This design comes from an exercise in tuning for small area on the open sky130 flow, not from production work.
Only simulation tests tie the RTL to the original design; equivalence was not proved.
Power and IR drop assume default switching activity.

==> flow/design.v <==
module fifo_buffer
(
	input clock, reset_n,
	input write_enable, read_enable,
	input [7:0] data_in,
	input [5:0] full_thres,
	output [7:0] tap_data,
	output head_at_tap,
	output empty, full
);
reg [5:0] fifo_cnt;
reg [4:0] wpos;
reg [255:0] ring;
reg [7:0] data_d;
reg staged;
wire wr = write_enable & ~full;
wire rd = read_enable & ~empty;
assign full  = fifo_cnt == full_thres;
assign empty = fifo_cnt == 0;
wire [4:0] wpos_e = empty ? 5'd0 : wpos;
wire ins = wpos_e[0] ? staged : wr;
wire [7:0] bus = wpos_e[0] ? data_d : data_in;
always @(posedge clock) begin
	if (reset_n == 0)
		fifo_cnt <= 0;
	else if (wr & ~rd)
		fifo_cnt <= fifo_cnt + 1;
	else if (rd & ~wr)
		fifo_cnt <= fifo_cnt - 1;
	wpos <= wpos_e + 5'd1 + {4'd0, wr};
	data_d <= data_in;
	staged <= wr & wpos_e[0];
end
wire go = ~empty & ins;
wire [3:0] pa = {wpos[2] & wpos[1], wpos[2] & ~wpos[1], ~wpos[2] & wpos[1], ~wpos[2] & ~wpos[1]};
wire [3:0] pb = {wpos[4] & wpos[3], wpos[4] & ~wpos[3], ~wpos[4] & wpos[3], ~wpos[4] & ~wpos[3]};
wire [3:0] pa_go = pa & {4{go}};
wire [15:0] sel_all;
genvar j;
generate
	for (j = 0; j < 16; j = j + 1) begin : g_dec
		if (j == 0) begin : g_zero
			assign sel_all[j] = (pa_go[0] & pb[0]) | (empty & wr);
		end else begin : g_other
			assign sel_all[j] = pa_go[j % 4] & pb[j / 4];
		end
	end
endgenerate
genvar i;
generate
	for (i = 0; i < 32; i = i + 1) begin : g_ring
		if (i % 2 == 0) begin : g_even
			wire sel = sel_all[i / 2];
			wire [7:0] din = ((i / 2) % 2) ? bus : ~bus;
			always @(posedge clock)
				ring[8*i +: 8] <= ~(sel ? din : ring[8*((i+31)%32) +: 8]);
		end else begin : g_odd
			always @(posedge clock)
				ring[8*i +: 8] <= ring[8*(i-1) +: 8];
		end
	end
endgenerate
assign tap_data = ring[7:0];
assign head_at_tap = wpos == fifo_cnt[4:0] + 5'd1;
endmodule
module tx_baud_gen
(
	input clock, reset_n,
	input [1:0] baudrate_select,
	output tx_baud
);
reg [6:0] num;
always @(posedge clock) begin
	if (reset_n == 0)
		num <= 0;
	else
		num <= num + 1;
end
assign tx_baud = &num[3:0] &
                 (num[4] | (baudrate_select == 2'd0)) &
                 (num[5] | ~baudrate_select[1]) &
                 (num[6] | (baudrate_select != 2'd3));
endmodule
module uart_tx
(
	input clock, reset_n,
	input tx_start, tx_baud,
	input [7:0] data_in,
	input data_valid,
	output tx_done,
	output tx
);
localparam STATE_IDLE  = 2'b00;
localparam STATE_START = 2'b01;
localparam STATE_DATA  = 2'b10;
localparam STATE_STOP  = 2'b11;
reg [1:0] state;
reg [8:0] sh;
reg par;
wire in_data = state == STATE_DATA;
wire last = sh[8:1] == 0;
always @(posedge clock) begin
	if (reset_n == 0)
		state <= STATE_IDLE;
	else if (tx_baud)
		case (state)
			STATE_IDLE:  if (tx_start) state <= STATE_START;
			STATE_START: state <= STATE_DATA;
			STATE_DATA:  if (last) state <= STATE_STOP;
			STATE_STOP:  state <= STATE_IDLE;
		endcase
end
always @(posedge clock) begin
	if (~in_data) begin
		if (data_valid)
			sh <= {1'b1, data_in};
	end else if (tx_baud)
		sh <= {1'b0, sh[8:1]};
	if (~in_data)
		par <= 1'b0;
	else if (tx_baud)
		par <= par ^ sh[0];
end
assign tx = (state == STATE_START) ? 1'b0 :
            in_data ? (last ? par : sh[0]) : 1'b1;
assign tx_done = (state == STATE_STOP) & tx_baud;
endmodule
module uart_transmitter
(
	input [7:0] data_i,
	input data_write_i, clock_i, reset_n_i,
	input [5:0] data_buffer_full_thres_i,
	input [1:0] baudrate_select_i,
	output data_buffer_full_o,
	output uart_tx_o
);
wire empty;
wire fifo_read;
wire [7:0] data;
wire head_at_tap;
wire tx_baud;
fifo_buffer FIFO
(
	.clock(clock_i),
	.reset_n(reset_n_i),
	.full_thres(data_buffer_full_thres_i),
	.write_enable(data_write_i),
	.read_enable(fifo_read),
	.data_in(data_i),
	.tap_data(data),
	.head_at_tap(head_at_tap),
	.full(data_buffer_full_o),
	.empty(empty)
);
tx_baud_gen TX_BAUD_GEN
(
	.clock(clock_i),
	.reset_n(reset_n_i),
	.baudrate_select(baudrate_select_i),
	.tx_baud(tx_baud)
);
uart_tx UART_TX
(
	.clock(clock_i),
	.reset_n(reset_n_i),
	.tx_start(~empty),
	.tx_baud(tx_baud),
	.data_in(data),
	.data_valid(head_at_tap),
	.tx_done(fifo_read),
	.tx(uart_tx_o)
);
endmodule
==> flow/config.mk <==
export PLATFORM = sky130hd
export DESIGN_NAME = uart_transmitter
export DESIGN_NICKNAME = uart_transmitter
export VERILOG_FILES = /design/flow/design.v
export SDC_FILE = /design/flow/constraint.sdc
export NUM_CORES = 4
export LEC_CHECK = 0
export CAP_MARGIN = 20
export CORE_MARGIN = 2
export CORE_UTILIZATION = 65
export PLACE_DENSITY = 0.75
export SLEW_MARGIN = 20
==> flow/constraint.sdc <==
create_clock -name core_clock -period 10.0 [get_ports {clock_i}]
set_input_delay 2.0000 -clock core_clock [delete_from_list [all_inputs] [get_ports {clock_i}]]
set_output_delay 2.0000 -clock core_clock [all_outputs]
set_load 0.01 [all_outputs]
standard.sh (not shown) runs the stock make flow with config.mk's settings and CLKGATE_MAP_FILE= SYNTH_SCRIPT=/design/flow/synth_recipe.tcl, a recipe that flattens the netlist after the stock synthesis.
==> flow/flow/run.sh <==
#!/bin/bash
# The standard layout (standard.sh, with the standard synthesis) with two changes:
# port buffers are buf_1 cells, and clock-tree synthesis uses large clusters of
# clkbuf_16 leaves without dummy loads.
set -euo pipefail
here=$(pwd)
export BUFFER_PORTS_ARGS="-buffer_cell sky130_fd_sc_hd__buf_1"
export CTS_ARGS="-sink_clustering_enable -repair_clock_nets -dont_use_dummy_load -buf_list sky130_fd_sc_hd__clkbuf_8 -sink_clustering_size 18 -sink_clustering_max_diameter 70"
bash standard.sh > "$here/standard.log" 2>&1
Rerun with:
--- a/flow/flow/run.sh
+++ b/flow/flow/run.sh
@@ -7,3 +7,3 @@
 export BUFFER_PORTS_ARGS="-buffer_cell sky130_fd_sc_hd__buf_1"
-export CTS_ARGS="-sink_clustering_enable -repair_clock_nets -dont_use_dummy_load -buf_list sky130_fd_sc_hd__clkbuf_8 -sink_clustering_size 18 -sink_clustering_max_diameter 70"
+export CTS_ARGS="-sink_clustering_enable -repair_clock_nets -dont_use_dummy_load -buf_list sky130_fd_sc_hd__clkbuf_8 -sink_clustering_size 20 -sink_clustering_max_diameter 70"
 bash standard.sh > "$here/standard.log" 2>&1
=>
- area after synthesis stays the same
- sequential share of layout area rose by 0.19 points
- die area is unchanged
- wire length went down slightly
- flip-flop and latch count stays the same
- maximum frequency is about the same
- cell area stays flat
- sequential power hardly moves
- global-route usage is lower by 0.13 points
Rerun with:
--- a/flow/flow/run.sh
+++ b/flow/flow/run.sh
@@ -7,3 +7,3 @@
 export BUFFER_PORTS_ARGS="-buffer_cell sky130_fd_sc_hd__buf_1"
-export CTS_ARGS="-sink_clustering_enable -repair_clock_nets -dont_use_dummy_load -buf_list sky130_fd_sc_hd__clkbuf_8 -sink_clustering_size 20 -sink_clustering_max_diameter 70"
+export CTS_ARGS="-sink_clustering_enable -repair_clock_nets -dont_use_dummy_load -buf_list sky130_fd_sc_hd__clkbuf_16 -sink_clustering_size 30 -sink_clustering_max_diameter 100"
 bash standard.sh > "$here/standard.log" 2>&1
=>
- The changed run completed with no timing, DRC or antenna violations
- die area does not change
- design area rises by about 0.8%
- total power rises by about 2.6%
- first-iteration DRC count falls by 22%
- setup slack barely changes
- worst hold slack hardly moves
- core utilization rises by 0.59 points
- via count hardly moves
- non-clock buffer count stays the same

## re-timing with driven ports
In the flow no input, the clock included, has a driving cell. The finished layouts below were timed again as built, in two steps.
Step 1: set_driving_cell puts a clkbuf_16 on clock_i and a buf_2 on each other input, an assumption about the parent block.
Step 2 adds t to the input delays and takes it off the output delays; t is the mean of the earliest and latest rising clock arrival at the registers after step 1. Input paths then give back, and output paths get back, about the clock's delay inside the block.
Three values: ideal ports, drivers, drivers and shift; two values: the first two.
| run | t (ns) | slack for setup (ns) | worst setup path at the end | worst slew at a driven data input, ns |
|---|---|---|---|---|
| the first run | 0.528 | 5.261 / 5.240 / 5.211 | input to register | 0.03 |
| the second run | 0.528 | 5.262 / 5.242 / 5.178 | input to register | 0.03 |
| the third run | 0.498 | 5.259 / 5.239 / 5.187 | input to register | 0.03 |
After both steps every run listed still meets setup and hold. For the second run, which loses most, drivers alone change the setup slack by -0.020 ns; drivers and shift together by -0.084 ns.
